Context: an optimization exercise on an open-source flow, tuned for small area, a short achievable clock period and few clock cycles. The choices shown serve that exercise and are no tape-out recipe.
Function was not checked in any run shown here: the RTL went through the layout flow alone.

==> flow/design.v, too long to show whole: its modules and the start of the top module <==
// module FA: 10 lines
// module INV: 3 lines
// module NAND2: 3 lines
// module NOR2: 3 lines
// module XOR2: 3 lines
// module XNOR2: 3 lines
// module A21OI: 3 lines
// module O21AI: 3 lines
// module OR2: 3 lines
// module HISEL: 10 lines
// module Bitblade: 1859 lines
// module Cfu: 58 lines
module Cfu (
  input               cmd_valid,
  output              cmd_ready,
  input      [9:0]    cmd_payload_function_id,
  input      [31:0]   cmd_payload_inputs_0,
  input      [31:0]   cmd_payload_inputs_1,
  output              rsp_valid,
  input               rsp_ready,
  output     [31:0]   rsp_payload_outputs_0,
  input               reset,
  input               clk
);
  // ...
==> flow/flow/run.sh <==
#!/bin/bash
# Standard layout, with the port buffers made from sky130_fd_sc_hd__buf_2 cells instead of
# the delay cells the flow picks by default.  make's output goes to
# standard.log; each tool's own log is under orfs/logs/.
set -euo pipefail
export BUFFER_PORTS_ARGS="-buffer_cell sky130_fd_sc_hd__buf_2"
bash standard.sh > standard.log 2>&1
==> flow/standard.sh <==
#!/bin/bash
# synth_recipe.tcl (not shown) runs the flow's synth.tcl, then flattens the netlist and writes it again
# the make line also repeats each setting of config.mk as NAME=value (left out here)
make -C /OpenROAD-flow-scripts/flow DESIGN_CONFIG=/design/flow/config.mk WORK_HOME=/design/flow/orfs CLKGATE_MAP_FILE= SYNTH_SCRIPT=/design/flow/synth_recipe.tcl "${@:-finish}"
==> flow/config.mk <==
export PLATFORM = sky130hd
export DESIGN_NAME = Cfu
export DESIGN_NICKNAME = Cfu
export VERILOG_FILES = /design/flow/design.v
export SDC_FILE = /design/flow/constraint.sdc
export NUM_CORES = 4
export LEC_CHECK = 0
export CAP_MARGIN = 20
export CORE_MARGIN = 2
export CORE_UTILIZATION = 40
export SETUP_SLACK_MARGIN = 1.5
export SLEW_MARGIN = 20
export SYNTH_HIERARCHICAL = 1
export SYNTH_MINIMUM_KEEP_SIZE = 0
==> flow/constraint.sdc <==
create_clock -name core_clock -period 13.5 [get_ports {clk}]
set_input_delay 2.7000 -clock core_clock [delete_from_list [all_inputs] [get_ports {clk}]]
set_output_delay 2.7000 -clock core_clock [all_outputs]
set_load 0.01 [all_outputs]
==> results_dict.tcl, run 1 <==
set metrics [dict create \
    wl_met2_um 13200 \
    pre_cts_ws_ns 2.06 \
    reg2reg_from "mode" \
    synth_nets 1388 \
    reg.largest.list "acc: 32 flops, ups: 11 flops" \
    worstSetupStartpointType "primary input" \
    instances_no_fill 1392 \
    cp_common_cell "fa_1" \
    synth_top_family_by_area "adder cells" \
    grt_busiest_layer "met2" \
    syn_inst 1051 \
    clockNetworkAreaShare_pct 1.41 \
    synthToLayoutAreaGrowth_pct 6.39 \
    postLayoutCellArea_um2 10900 \
    ctsHtreeMaxLevel 2 \
    yosysTopAreaCell "fa_1" \
    seq_share_pct 8.45 \
    routed_wl_um 27800 \
    async_flop_share_pct 0 \
    cp_data_arrival_time_ns 8.69 \
    run_status "timing/DRC/antenna clean" \
    cp_top_family "adder cells" \
    buf_share_pct 5.21 \
    synth_compound_area_share_pct 6.58 \
    die_w_um 164 \
    worstSkewPairLatency_ns 0.30 \
    worst_pin_slew_ns 0.801 \
    dp.cells 1384 \
    cp-endpoint "rsp_payload_outputs_0[26]" \
    synth_warnings 7 \
    synth_common_cells "fa_1, nand2_1, nand3_1" \
    wl_per_cell_um 20.0 \
    clkTransAtPathRegs_ns 0.06 \
    period_share_pct 84.3 \
]
==> inputs of run 2 (changes only) <==
--- a/flow/design.v
+++ b/flow/design.v
@@ -27,25 +27,24 @@
 assign y = ~(a & b | c);
 endmodule
 module O21AI (input a, input b, input c, output y);
 assign y = ~((a | b) & c);
 endmodule
 module OR2 (input a, input b, output y);
 assign y = a | b;
 endmodule
-module HISEL #(parameter W = 13) (
-  input  [W-1:0] a,
-  input          op3,
-  input          keep,
-  output [W-1:0] h1,
-  output [W-1:0] h0
+module HAP (
+  input  a,
+  input  b,
+  output s,
+  output co
 );
-assign h1 = op3 ? a + 1'b1 : a & {W{keep}};
-assign h0 = a & {W{keep | op3}};
+assign s  = a ^ b;
+assign co = a & b;
 endmodule
 module Bitblade (
   input         sel8,    
   input         op3,     
   input  [31:0] in_a,
   input  [31:0] in_b,
   input  [31:0] acc,     
   input         ldu,     
@@ -180,159 +179,158 @@
 assign p61 = ~(in_a[27] & in_b[24]);
 wire p62;
 assign p62 = ~(in_a[27] & in_b[25]);
 wire p63;
 assign p63 = ~(in_a[27] & in_b[26]);
 wire p64;
 assign p64 = ~(in_a[27] & in_b[27]);
 wire p65;
-assign p65 = ~(in_a[4] & in_b[4]);
+assign p65 = in_a[4] & in_b[4];
 wire p66;
-assign p66 = ~(in_a[4] & in_b[5]);
+assign p66 = in_a[4] & in_b[5];
 wire p67;
-assign p67 = ~(in_a[4] & in_b[6]);
+assign p67 = in_a[4] & in_b[6];
 wire p68;
-assign p68 = ~(in_a[4] & in_b[7]);
+assign p68 = in_a[4] & in_b[7];
 wire p69;
-assign p69 = ~(in_a[5] & in_b[4]);
+assign p69 = in_a[5] & in_b[4];
 wire p70;
-assign p70 = ~(in_a[5] & in_b[5]);
+assign p70 = in_a[5] & in_b[5];
 wire p71;
-assign p71 = ~(in_a[5] & in_b[6]);
+assign p71 = in_a[5] & in_b[6];
 wire p72;
-assign p72 = ~(in_a[5] & in_b[7]);
+assign p72 = in_a[5] & in_b[7];
 wire p73;
-assign p73 = ~(in_a[6] & in_b[4]);
+assign p73 = in_a[6] & in_b[4];
 wire p74;
-assign p74 = ~(in_a[6] & in_b[5]);
+assign p74 = in_a[6] & in_b[5];
 wire p75;
-assign p75 = ~(in_a[6] & in_b[6]);
+assign p75 = in_a[6] & in_b[6];
 wire p76;
-assign p76 = ~(in_a[6] & in_b[7]);
+assign p76 = in_a[6] & in_b[7];
 wire p77;
-assign p77 = ~(in_a[7] & in_b[4]);
+assign p77 = in_a[7] & in_b[4];
 wire p78;
-assign p78 = ~(in_a[7] & in_b[5]);
+assign p78 = in_a[7] & in_b[5];
 wire p79;
-assign p79 = ~(in_a[7] & in_b[6]);
+assign p79 = in_a[7] & in_b[6];
 wire p80;
-assign p80 = ~(in_a[7] & in_b[7]);
+assign p80 = in_a[7] & in_b[7];
 wire p81;
-assign p81 = ~(in_a[12] & in_b[12]);
+assign p81 = in_a[12] & in_b[12];
 wire p82;
-assign p82 = ~(in_a[12] & in_b[13]);
+assign p82 = in_a[12] & in_b[13];
 wire p83;
-assign p83 = ~(in_a[12] & in_b[14]);
+assign p83 = in_a[12] & in_b[14];
 wire p84;
-assign p84 = ~(in_a[12] & in_b[15]);
+assign p84 = in_a[12] & in_b[15];
 wire p85;
-assign p85 = ~(in_a[13] & in_b[12]);
+assign p85 = in_a[13] & in_b[12];
 wire p86;
-assign p86 = ~(in_a[13] & in_b[13]);
+assign p86 = in_a[13] & in_b[13];
 wire p87;
-assign p87 = ~(in_a[13] & in_b[14]);
+assign p87 = in_a[13] & in_b[14];
 wire p88;
-assign p88 = ~(in_a[13] & in_b[15]);
+assign p88 = in_a[13] & in_b[15];
 wire p89;
-assign p89 = ~(in_a[14] & in_b[12]);
+assign p89 = in_a[14] & in_b[12];
 wire p90;
-assign p90 = ~(in_a[14] & in_b[13]);
+assign p90 = in_a[14] & in_b[13];
 wire p91;
-assign p91 = ~(in_a[14] & in_b[14]);
+assign p91 = in_a[14] & in_b[14];
 wire p92;
-assign p92 = ~(in_a[14] & in_b[15]);
+assign p92 = in_a[14] & in_b[15];
 wire p93;
-assign p93 = ~(in_a[15] & in_b[12]);
+assign p93 = in_a[15] & in_b[12];
 wire p94;
-assign p94 = ~(in_a[15] & in_b[13]);
+assign p94 = in_a[15] & in_b[13];
 wire p95;
-assign p95 = ~(in_a[15] & in_b[14]);
+assign p95 = in_a[15] & in_b[14];
 wire p96;
-assign p96 = ~(in_a[15] & in_b[15]);
+assign p96 = in_a[15] & in_b[15];
 wire p97;
-assign p97 = ~(in_a[20] & in_b[20]);
+assign p97 = in_a[20] & in_b[20];
 wire p98;
-assign p98 = ~(in_a[20] & in_b[21]);
+assign p98 = in_a[20] & in_b[21];
 wire p99;
-assign p99 = ~(in_a[20] & in_b[22]);
+assign p99 = in_a[20] & in_b[22];
 wire p100;
-assign p100 = ~(in_a[20] & in_b[23]);
+assign p100 = in_a[20] & in_b[23];
 wire p101;
-assign p101 = ~(in_a[21] & in_b[20]);
+assign p101 = in_a[21] & in_b[20];
 wire p102;
-assign p102 = ~(in_a[21] & in_b[21]);
+assign p102 = in_a[21] & in_b[21];
 wire p103;
-assign p103 = ~(in_a[21] & in_b[22]);
+assign p103 = in_a[21] & in_b[22];
 wire p104;
-assign p104 = ~(in_a[21] & in_b[23]);
+assign p104 = in_a[21] & in_b[23];
 wire p105;
-assign p105 = ~(in_a[22] & in_b[20]);
+assign p105 = in_a[22] & in_b[20];
 wire p106;
-assign p106 = ~(in_a[22] & in_b[21]);
+assign p106 = in_a[22] & in_b[21];
 wire p107;
-assign p107 = ~(in_a[22] & in_b[22]);
+assign p107 = in_a[22] & in_b[22];
 wire p108;
-assign p108 = ~(in_a[22] & in_b[23]);
+assign p108 = in_a[22] & in_b[23];
 wire p109;
-assign p109 = ~(in_a[23] & in_b[20]);
+assign p109 = in_a[23] & in_b[20];
 wire p110;
-assign p110 = ~(in_a[23] & in_b[21]);
+assign p110 = in_a[23] & in_b[21];
 wire p111;
-assign p111 = ~(in_a[23] & in_b[22]);
+assign p111 = in_a[23] & in_b[22];
 wire p112;
-assign p112 = ~(in_a[23] & in_b[23]);
+assign p112 = in_a[23] & in_b[23];
 wire p113;
-assign p113 = ~(in_a[28] & in_b[28]);
+assign p113 = in_a[28] & in_b[28];
 wire p114;
-assign p114 = ~(in_a[28] & in_b[29]);
+assign p114 = in_a[28] & in_b[29];
 wire p115;
-assign p115 = ~(in_a[28] & in_b[30]);
+assign p115 = in_a[28] & in_b[30];
 wire p116;
-assign p116 = ~(in_a[28] & in_b[31]);
+assign p116 = in_a[28] & in_b[31];
 wire p117;
-assign p117 = ~(in_a[29] & in_b[28]);
+assign p117 = in_a[29] & in_b[28];
 wire p118;
-assign p118 = ~(in_a[29] & in_b[29]);
+assign p118 = in_a[29] & in_b[29];
 wire p119;
-assign p119 = ~(in_a[29] & in_b[30]);
+assign p119 = in_a[29] & in_b[30];
 wire p120;
-assign p120 = ~(in_a[29] & in_b[31]);
+assign p120 = in_a[29] & in_b[31];
 wire p121;
-assign p121 = ~(in_a[30] & in_b[28]);
+assign p121 = in_a[30] & in_b[28];
 wire p122;
-assign p122 = ~(in_a[30] & in_b[29]);
+assign p122 = in_a[30] & in_b[29];
 wire p123;
-assign p123 = ~(in_a[30] & in_b[30]);
+assign p123 = in_a[30] & in_b[30];
 wire p124;
-assign p124 = ~(in_a[30] & in_b[31]);
+assign p124 = in_a[30] & in_b[31];
 wire p125;
-assign p125 = ~(in_a[31] & in_b[28]);
+assign p125 = in_a[31] & in_b[28];
 wire p126;
-assign p126 = ~(in_a[31] & in_b[29]);
+assign p126 = in_a[31] & in_b[29];
 wire p127;
-assign p127 = ~(in_a[31] & in_b[30]);
+assign p127 = in_a[31] & in_b[30];
 wire p128;
-assign p128 = ~(in_a[31] & in_b[31]);
+assign p128 = in_a[31] & in_b[31];
 wire s129;
 wire c130;
 FA fa130 (.a(p65), .b(p81), .ci(p97), .s(s129), .co(c130));
 wire s131;
 wire c132;
 FA fa132 (.a(p66), .b(p69), .ci(p82), .s(s131), .co(c132));
 wire s133;
 wire c134;
 FA fa134 (.a(p85), .b(p98), .ci(p101), .s(s133), .co(c134));
 wire s135;
 wire c136;
 FA fa136 (.a(p114), .b(p117), .ci(c130), .s(s135), .co(c136));
 wire s137;
 wire c138;
-XNOR2 hx138 (.a(s131), .b(s133), .y(s137));
-OR2 ho138 (.a(s131), .b(s133), .y(c138));
+HAP ha138 (.a(s131), .b(s133), .s(s137), .co(c138));
 wire s139;
 wire c140;
 FA fa140 (.a(p67), .b(p70), .ci(p73), .s(s139), .co(c140));
 wire s141;
 wire c142;
 FA fa142 (.a(p83), .b(p86), .ci(p89), .s(s141), .co(c142));
 wire s143;
 wire c144;
@@ -430,23 +428,23 @@
 wire s205;
 wire c206;
 FA fa206 (.a(s197), .b(s199), .ci(c184), .s(s205), .co(c206));
 wire s207;
 wire c208;
 FA fa208 (.a(c186), .b(s201), .ci(c188), .s(s207), .co(c208));
 wire s209;
 wire c210;
-FA fa210 (.a(s203), .b(s205), .ci(c190), .s(s209), .co(c210));
+FA fa210 (.a(s203), .b(c190), .ci(s205), .s(s209), .co(c210));
 wire s211;
 wire c212;
-FA fa212 (.a(s207), .b(c192), .ci(s209), .s(s211), .co(c212));
+FA fa212 (.a(c192), .b(s207), .ci(c194), .s(s211), .co(c212));
 wire s213;
 wire c214;
-FA fa214 (.a(c194), .b(s211), .ci(c196), .s(s213), .co(c214));
+FA fa214 (.a(s209), .b(c196), .ci(s211), .s(s213), .co(c214));
 wire s215;
 wire c216;
 FA fa216 (.a(p80), .b(p96), .ci(p112), .s(s215), .co(c216));
 wire s217;
 wire c218;
 FA fa218 (.a(p128), .b(c198), .ci(c200), .s(s217), .co(c218));
 wire s219;
 wire c220;
@@ -454,84 +452,83 @@
 wire s221;
 wire c222;
 FA fa222 (.a(s217), .b(c206), .ci(c208), .s(s221), .co(c222));
 wire s223;
 wire c224;
 FA fa224 (.a(s219), .b(c210), .ci(s221), .s(s223), .co(c224));
 wire s225;
 wire c226;
-XNOR2 hx226 (.a(c212), .b(s223), .y(s225));
-OR2 ho226 (.a(c212), .b(s223), .y(c226));
+HAP ha226 (.a(c212), .b(s223), .s(s225), .co(c226));
 wire s227;
 wire c228;
 FA fa228 (.a(c216), .b(c218), .ci(c220), .s(s227), .co(c228));
 wire s229;
 wire c230;
 FA fa230 (.a(c222), .b(s227), .ci(c224), .s(s229), .co(c230));
 wire h231;
-assign h231 = p113 | ~sel8;
+assign h231 = ~(p113 & sel8);
 wire h232;
-assign h232 = p113 | sel8;
+assign h232 = ~(p113 & ~sel8);
 wire h233;
-assign h233 = s129 | ~sel8;
+assign h233 = ~(s129 & sel8);
 wire h234;
-assign h234 = s129 | sel8;
+assign h234 = ~(s129 & ~sel8);
 wire h235;
-assign h235 = s137 | ~sel8;
+assign h235 = ~(s137 & sel8);
 wire h236;
-assign h236 = s137 | sel8;
+assign h236 = ~(s137 & ~sel8);
 wire h237;
-assign h237 = s135 | ~sel8;
+assign h237 = ~(s135 & sel8);
 wire h238;
-assign h238 = s135 | sel8;
+assign h238 = ~(s135 & ~sel8);
 wire h239;
-assign h239 = s149 | ~sel8;
+assign h239 = ~(s149 & sel8);
 wire h240;
-assign h240 = s149 | sel8;
+assign h240 = ~(s149 & ~sel8);
 wire h241;
-assign h241 = s151 | ~sel8;
+assign h241 = ~(s151 & sel8);
 wire h242;
-assign h242 = s151 | sel8;
+assign h242 = ~(s151 & ~sel8);
 wire h243;
-assign h243 = s173 | ~sel8;
+assign h243 = ~(s173 & sel8);
 wire h244;
-assign h244 = s173 | sel8;
+assign h244 = ~(s173 & ~sel8);
 wire h245;
-assign h245 = s195 | ~sel8;
+assign h245 = ~(s195 & sel8);
 wire h246;
-assign h246 = s195 | sel8;
+assign h246 = ~(s195 & ~sel8);
 wire h247;
-assign h247 = s213 | ~sel8;
+assign h247 = ~(s213 & sel8);
 wire h248;
-assign h248 = s213 | sel8;
+assign h248 = ~(s213 & ~sel8);
 wire h249;
-assign h249 = s225 | ~sel8;
+assign h249 = ~(s225 & sel8);
 wire h250;
-assign h250 = s225 | sel8;
+assign h250 = ~(s225 & ~sel8);
 wire h251;
-assign h251 = c214 | ~sel8;
+assign h251 = ~(c214 & sel8);
 wire h252;
-assign h252 = c214 | sel8;
+assign h252 = ~(c214 & ~sel8);
 wire h253;
-assign h253 = c226 | ~sel8;
+assign h253 = ~(c226 & sel8);
 wire h254;
-assign h254 = c226 | sel8;
+assign h254 = ~(c226 & ~sel8);
 wire h255;
-assign h255 = s229 | ~sel8;
+assign h255 = ~(s229 & sel8);
 wire h256;
-assign h256 = s229 | sel8;
+assign h256 = ~(s229 & ~sel8);
 wire h257;
-assign h257 = c228 | ~sel8;
+assign h257 = ~(c228 & sel8);
 wire h258;
-assign h258 = c228 | sel8;
+assign h258 = ~(c228 & ~sel8);
 wire h259;
-assign h259 = c230 | ~sel8;
+assign h259 = ~(c230 & sel8);
 wire h260;
-assign h260 = c230 | sel8;
+assign h260 = ~(c230 & ~sel8);
 wire m261;
 assign m261 = ~(in_a[28] & in_b[24] & sel8 | p_g[4]);
 wire m262;
 assign m262 = ~(in_a[29] & in_b[24] & sel8 | p_g[5]);
 wire m263;
 assign m263 = ~(in_a[30] & in_b[24] & sel8 | p_g[6]);
 wire m264;
 assign m264 = ~(in_a[31] & in_b[24] & sel8 | p_g[7]);
@@ -860,17 +857,17 @@
 wire s434;
 wire c435;
 FA fa435 (.a(s428), .b(s430), .ci(c413), .s(s434), .co(c435));
 wire s436;
 wire c437;
 FA fa437 (.a(h240), .b(s432), .ci(c415), .s(s436), .co(c437));
 wire s438;
 wire c439;
-FA fa439 (.a(c417), .b(h242), .ci(s434), .s(s438), .co(c439));
+FA fa439 (.a(c417), .b(s434), .ci(h242), .s(s438), .co(c439));
 wire s440;
 wire c441;
 XNOR2 hx441 (.a(c419), .b(s436), .y(s440));
 OR2 ho441 (.a(c419), .b(s436), .y(c441));
 wire s442;
 wire c443;
 FA fa443 (.a(p4), .b(p7), .ci(p10), .s(s442), .co(c443));
 wire s444;
@@ -957,17 +954,17 @@
 wire s498;
 wire c499;
 FA fa499 (.a(s492), .b(s494), .ci(c463), .s(s498), .co(c499));
 wire s500;
 wire c501;
 FA fa501 (.a(s496), .b(c465), .ci(s498), .s(s500), .co(c501));
 wire s502;
 wire c503;
-FA fa503 (.a(c467), .b(c469), .ci(h246), .s(s502), .co(c503));
+FA fa503 (.a(c467), .b(c469), .ci(s500), .s(s502), .co(c503));
 wire s504;
 wire c505;
 FA fa505 (.a(p12), .b(p15), .ci(p28), .s(s504), .co(c505));
 wire s506;
 wire c507;
 FA fa507 (.a(p31), .b(p44), .ci(p47), .s(s506), .co(c507));
 wire s508;
 wire c509;
@@ -1020,17 +1017,17 @@
 wire s540;
 wire c541;
 FA fa541 (.a(c497), .b(s536), .ci(c499), .s(s540), .co(c541));
 wire s542;
 wire c543;
 FA fa543 (.a(s538), .b(c501), .ci(s540), .s(s542), .co(c543));
 wire s544;
 wire c545;
-FA fa545 (.a(c503), .b(h248), .ci(s542), .s(s544), .co(c545));
+FA fa545 (.a(c503), .b(s542), .ci(h248), .s(s544), .co(c545));
 wire s546;
 wire c547;
 FA fa547 (.a(p16), .b(p32), .ci(p48), .s(s546), .co(c547));
 wire s548;
 wire c549;
 FA fa549 (.a(p64), .b(p290), .ci(p291), .s(s548), .co(c549));
 wire s550;
 wire c551;
@@ -1095,17 +1092,17 @@
 wire s590;
 wire c591;
 FA fa591 (.a(s586), .b(c539), .ci(c541), .s(s590), .co(c591));
 wire s592;
 wire c593;
 FA fa593 (.a(s588), .b(h250), .ci(s590), .s(s592), .co(c593));
 wire s594;
 wire c595;
-FA fa595 (.a(h252), .b(c543), .ci(s592), .s(s594), .co(c595));
+FA fa595 (.a(c543), .b(h252), .ci(s592), .s(s594), .co(c595));
 wire s596;
 wire c597;
 FA fa597 (.a(p313), .b(p314), .ci(p315), .s(s596), .co(c597));
 wire s598;
 wire c599;
 FA fa599 (.a(p316), .b(p317), .ci(p318), .s(s598), .co(c599));
 wire s600;
 wire c601;
@@ -1251,20 +1248,20 @@
 wire s694;
 wire c695;
 FA fa695 (.a(c633), .b(c635), .ci(s684), .s(s694), .co(c695));
 wire s696;
 wire c697;
 FA fa697 (.a(c637), .b(s686), .ci(s688), .s(s696), .co(c697));
 wire s698;
 wire c699;
-FA fa699 (.a(s690), .b(c639), .ci(h258), .s(s698), .co(c699));
+FA fa699 (.a(s690), .b(c639), .ci(s692), .s(s698), .co(c699));
 wire s700;
 wire c701;
-FA fa701 (.a(s692), .b(c641), .ci(s694), .s(s700), .co(c701));
+FA fa701 (.a(h258), .b(c641), .ci(s694), .s(s700), .co(c701));
 wire s702;
 wire c703;
 FA fa703 (.a(c643), .b(s696), .ci(c645), .s(s702), .co(c703));
 wire s704;
 wire c705;
 FA fa705 (.a(s698), .b(s700), .ci(c647), .s(s704), .co(c705));
 wire s706;
 wire c707;
@@ -1302,17 +1299,17 @@
 wire s728;
 wire c729;
 FA fa729 (.a(s718), .b(ag398), .ci(m266), .s(s728), .co(c729));
 wire s730;
 wire c731;
 FA fa731 (.a(c671), .b(c673), .ci(c675), .s(s730), .co(c731));
 wire s732;
 wire c733;
-FA fa733 (.a(h235), .b(c677), .ci(c679), .s(s732), .co(c733));
+FA fa733 (.a(c677), .b(c679), .ci(h235), .s(s732), .co(c733));
 wire s734;
 wire c735;
 FA fa735 (.a(c681), .b(s720), .ci(s722), .s(s734), .co(c735));
 wire s736;
 wire c737;
 FA fa737 (.a(h237), .b(s724), .ci(s726), .s(s736), .co(c737));
 wire s738;
 wire c739;
@@ -1360,17 +1357,17 @@
 wire s766;
 wire c767;
 FA fa767 (.a(m267), .b(c721), .ci(c723), .s(s766), .co(c767));
 wire s768;
 wire c769;
 FA fa769 (.a(c725), .b(c727), .ci(s760), .s(s768), .co(c769));
 wire s770;
 wire c771;
-FA fa771 (.a(s762), .b(h239), .ci(c729), .s(s770), .co(c771));
+FA fa771 (.a(s762), .b(c729), .ci(h239), .s(s770), .co(c771));
 wire s772;
 wire c773;
 FA fa773 (.a(s764), .b(c731), .ci(c733), .s(s772), .co(c773));
 wire s774;
 wire c775;
 FA fa775 (.a(c735), .b(s766), .ci(c737), .s(s774), .co(c775));
 wire s776;
 wire c777;
@@ -1468,19 +1465,19 @@
 assign g834 = ~(s438 | s440);
 wire q835;
 assign q835 = s438 ^ s440;
 wire g836;
 assign g836 = ~(s466 | s468);
 wire q837;
 assign q837 = s466 ^ s468;
 wire g838;
-assign g838 = ~(s500 | s502);
+assign g838 = ~(h246 | s502);
 wire q839;
-assign q839 = s500 ^ s502;
+assign q839 = h246 ^ s502;
 wire q840;
 assign q840 = ~(s544);
 wire g841;
 assign g841 = ~(c545 | s594);
 wire q842;
 assign q842 = c545 ^ s594;
 wire g843;
 assign g843 = ~(c595 | s652);
@@ -1574,21 +1571,21 @@
 XOR2 u887 (.a(s438), .b(s440), .y(k887));
 wire k888;
 NOR2 u888 (.a(s466), .b(s468), .y(k888));
 wire k889;
 NAND2 u889 (.a(s466), .b(s468), .y(k889));
 wire k890;
 XOR2 u890 (.a(s466), .b(s468), .y(k890));
 wire k891;
-NOR2 u891 (.a(s500), .b(s502), .y(k891));
+NOR2 u891 (.a(h246), .b(s502), .y(k891));
 wire k892;
-NAND2 u892 (.a(s500), .b(s502), .y(k892));
+NAND2 u892 (.a(h246), .b(s502), .y(k892));
 wire k893;
-XOR2 u893 (.a(s500), .b(s502), .y(k893));
+XOR2 u893 (.a(h246), .b(s502), .y(k893));
 wire k894;
 INV u894 (.a(s544), .y(k894));
 wire k895;
 NOR2 u895 (.a(c545), .b(s594), .y(k895));
 wire k896;
 NAND2 u896 (.a(c545), .b(s594), .y(k896));
 wire k897;
 XOR2 u897 (.a(c545), .b(s594), .y(k897));
@@ -1890,19 +1887,17 @@
 XOR2 u1045 (.a(k928), .b(k1025), .y(k1045));
 wire k1046;
 XOR2 u1046 (.a(k931), .b(k1026), .y(k1046));
 wire ck1047;
 assign ck1047 = k1027;
 wire [18:0] lo = {k1046, k1045, k1044, k1043, k1042, k1041, k1040, k1039, k1038, k1037, k1036, k1035, k1034, k1033, k1032, k1031, k1030, k1029, S1028};
 wire [12:0] inc = acc[31:19] + 1'b1;
 wire [31:0] sum = {ck1047 ? inc : acc[31:19], lo};
-wire [12:0] hi1, hi0;
-HISEL #(.W(13)) uhi (.a(acc[31:19]), .op3(op3), .keep(keep), .h1(hi1), .h0(hi0));
-wire [31:0] rspv = {ck1047 ? hi1 : hi0, lo & {19{op3}} | acc[18:0] & {19{keep}}};
+wire [31:0] rspv = {(op3 & ck1047) ? inc : acc[31:19] & {13{keep | op3}}, lo & {19{op3}} | acc[18:0] & {19{keep}}};
 assign psum = sum[10:0];
 assign rsp = rspv;
 endmodule
 module Cfu (
   input               cmd_valid,
   output              cmd_ready,
   input      [9:0]    cmd_payload_function_id,
   input      [31:0]   cmd_payload_inputs_0,
==> results_dict.tcl, run 2 <==
set metrics [dict create \
    final_nets 1371 \
    first_iter_violations 517 \
    ctsHtreeMaxLevel 2 \
    core_um2 24400 \
    ys_ff_latch 46 \
    final_core_util_pct 44.0 \
    grt_use_met1_pct 31.4 \
    finalSetupTns_ns 0 \
    final_cell_mix "fa_1, nand2_1, nand3_1, buf_2, and2_1" \
    fp.dieH_um 162 \
    ys_types 41 \
    cp_data_arrival_time_ns 8.97 \
    routed_wl_um 28000 \
    antennaDiodeCount 0 \
    antenna_found_initial 1 \
    end_kind "output port" \
    grt.total_usage_pct 22.7 \
    grt_util_met2_pct 37.8 \
    gp_congestion 0.923 \
    ff_latch_area_um2 921 \
    hold_depth 1 \
    grt_pass1_wl_um 44900 \
    worstSkewPairLatency_ns 0.29 \
    largest_register_ff_count 32 \
    clock-sinks 46 \
    dominantRegCellSynth "dfxtp_1" \
    clkTransAtPathRegs_ns 0.07 \
    nFillCells 2382 \
    regMostFlops "acc" \
    first_pass_iters 8 \
    layout_commonest_cell "fa_1" \
    worstSetupPathType "in2out" \
    wl_per_cell_um 20.6 \
    syn_area_per_cell_um2 10.0 \
    cp_max_fo 8 \
    drc 0 \
    synth.most_common_cell "fa_1" \
    grt_busiest_layer "met2" \
    grt_overflow 0 \
    grt_use_met3_pct 4.62 \
    report.final.slew_viol_count 0 \
    worst_slack_ns 1.83 \
    numCtsBuffers 5 \
    synthToLayoutAreaGrowth_pct 7.86 \
    synth_nets 1329 \
    worst_pin_slew_ns 0.966 \
    run_status "timing/DRC/antenna clean" \
    synth_common_cells "fa_1, nand2_1, nand3_1" \
    reg.largest.list "acc: 32 flops, ups: 11 flops" \
    maxCapViolations 0 \
    syn_inst 990 \
    reg2reg_depth 20 \
    synth_warnings 7 \
    cts_tree "built" \
    port_buffers 105 \
    worstSetupStartpointType "primary input" \
    drt-vias-per-instance 5.43 \
    multiInputGateArea_um2 8620 \
    root_buffer "clkbuf_16" \
    hp-class "reg2reg" \
    fmaxAchievable_mhz 85.7 \
    syn-cell-area_um2 9950 \
    post_cts_buffers 0 \
    period_share_pct 86.4 \
    grt_max_degree 107 \
    pre_cts_ws_ns 1.63 \
    async_flop_share_pct 0 \
    postRouteAntennaNets 0 \
    ios 112 \
    die_area_um2 26100 \
    fin_crit_ns 11.67 \
    synth_top_area_share_pct 51.9 \
    drive_gt1_share_pct 14.6 \
    die_w_um 162 \
    yosysSeqAreaShare_pct 9.26 \
    crit_required_ns 10.80 \
    start_util_pct 40.8 \
    setup_viol 0 \
    vias 7366 \
    synth_area_leaders "fa_1, dfxtp_1, nand3_1" \
    grt_setup_unrepaired "false" \
    hpwl_um 23600 \
    clock_path_buffers 2 \
    fp-row-count 57 \
    clock_skew_ns 0.0105 \
    timing_hold_violations_final 0 \
    maxSlewHeadroom_pct 35.6 \
    synth_edf_count 0 \
    yosysTopAreaCell "fa_1" \
    grt_pass1_vias 7889 \
]
-- run 2: final timing paths --
check	start	to	slack, ns
worst max-delay path	cmd_payload_inputs_1[20]	rsp_payload_outputs_0[26]	1.83
worst min-delay path	acc[31]	acc[31]	0.47
worst min register to register	acc[31]	acc[31]	0.47
worst max register to register	mode	acc[26]	5.95
-- run 2: through the flow --
| step | std cells | area [um2] | hold slack [ns] |
|---|---|---|---|
| floorplan | 990 | 9950 | 0.444 |
| global placement | 1349 | 10600 | 0.445 |
| detailed placement | 1349 | 10600 | 0.450 |
| CTS | 1357 | 10700 | 0.467 |
| global route | 1357 | 10700 | 0.491 |
| finish | 1357 | 10700 | 0.471 |
-- run 2: timing repair --
action | in CTS | in global routing
gates resized for setup | 0 | 3
setup endpoints to repair | 0 | 8
hold buffers | 0 | 0
-- run 2: cell families (layout without fill, tap and decap cells) --
| logic type | after synthesis | after routing | share of synthesized area (%) |
|---|---|---|---|
| simple gates | 441 | 441 | 22.3 |
| fa+ha+maj | 261 | 261 | 52.3 |
| buf+inv | 96 | 139 | 4.28 |
| compound gates | 85 | 85 | 6.20 |
| flops | 46 | 46 | 9.26 |
| xor+xnor | 41 | 41 | 3.61 |
| mux | 20 | 20 | 2.01 |
-- run 2: area by class of cell --
type                       count  share of cell area, %
clock inverter                 2                  0.128
clock buffer                   6                   1.20
sequential                    46                   8.58
multi-input combinational    848                   80.4
inverter                      22                  0.770
timing repair buffer         109                   5.18
tap                          324                   3.78
-- run 2: per-layer routing --
metal	wire, um	share of wire (%)
met1	11500	41
met5	28	0.10
met3	2320	8.3
met2	13600	49
met4	572	2.0
-- run 2: modules after synthesis (local to each module, per instance), excerpt --
module    cell area [um2]  copies in the design  cells inside  flip-flops and latches
Bitblade             2320                     1           442                       0
HAP                  12.5                     2             1                       0
INV                  3.75                     9             1                       0
NAND2                3.75                    42             1                       0
O21AI                5.00                    24             1                       0
OR2                  6.26                     6             1                       0
XNOR2                8.76                    12             1                       0
XOR2                 8.76                    29             1                       0
-- run 2: critical path: stages --
cell and delay [ns]:
buf_2 0.25, nand3_1 0.15, fa_1 0.51, fa_1 0.47
fa_1 0.52, fa_1 0.60, fa_1 0.46, fa_1 0.42
fa_1 0.52, fa_1 0.49, nor2_2 0.19, a21oi_2 0.06
o21ai_1 0.25, a21oi_2 0.08, o21ai_2 0.26, nand2_2 0.15
nor3_4 0.27, and3_1 0.21, mux2i_1 0.23, buf_2 0.17

-- port drivers added, routing unchanged --
Ports are ideal in the flow. The routed layouts listed here were re-timed in OpenROAD. Step 1 (the two cells are an assumption about what drives the block):
set clk [get_ports {clk}]
set_driving_cell -lib_cell sky130_fd_sc_hd__clkbuf_16 $clk
set_driving_cell -lib_cell sky130_fd_sc_hd__buf_2 [delete_from_list [all_inputs] $clk]
Step 2 also shifts input and output timing later by t, the mid clock arrival at the registers, as if the neighbouring blocks saw the same clock. Slacks: ideal / step 1 / step 2; pairs: ideal / step 1.
run	shift t [ns]	slack for setup (ns)	worst hold slack (ns)
run 1	0.329	2.115 / 2.094 / 2.094	0.471 / 0.471 / 0.471
run 2	0.319	1.834 / 1.811 / 1.811	0.471 / 0.471 / 0.471
After both steps setup and hold are still met in every run listed. The setup slack of run 2, which loses most, moves by -0.023 ns with the drivers and by -0.023 ns with both steps.
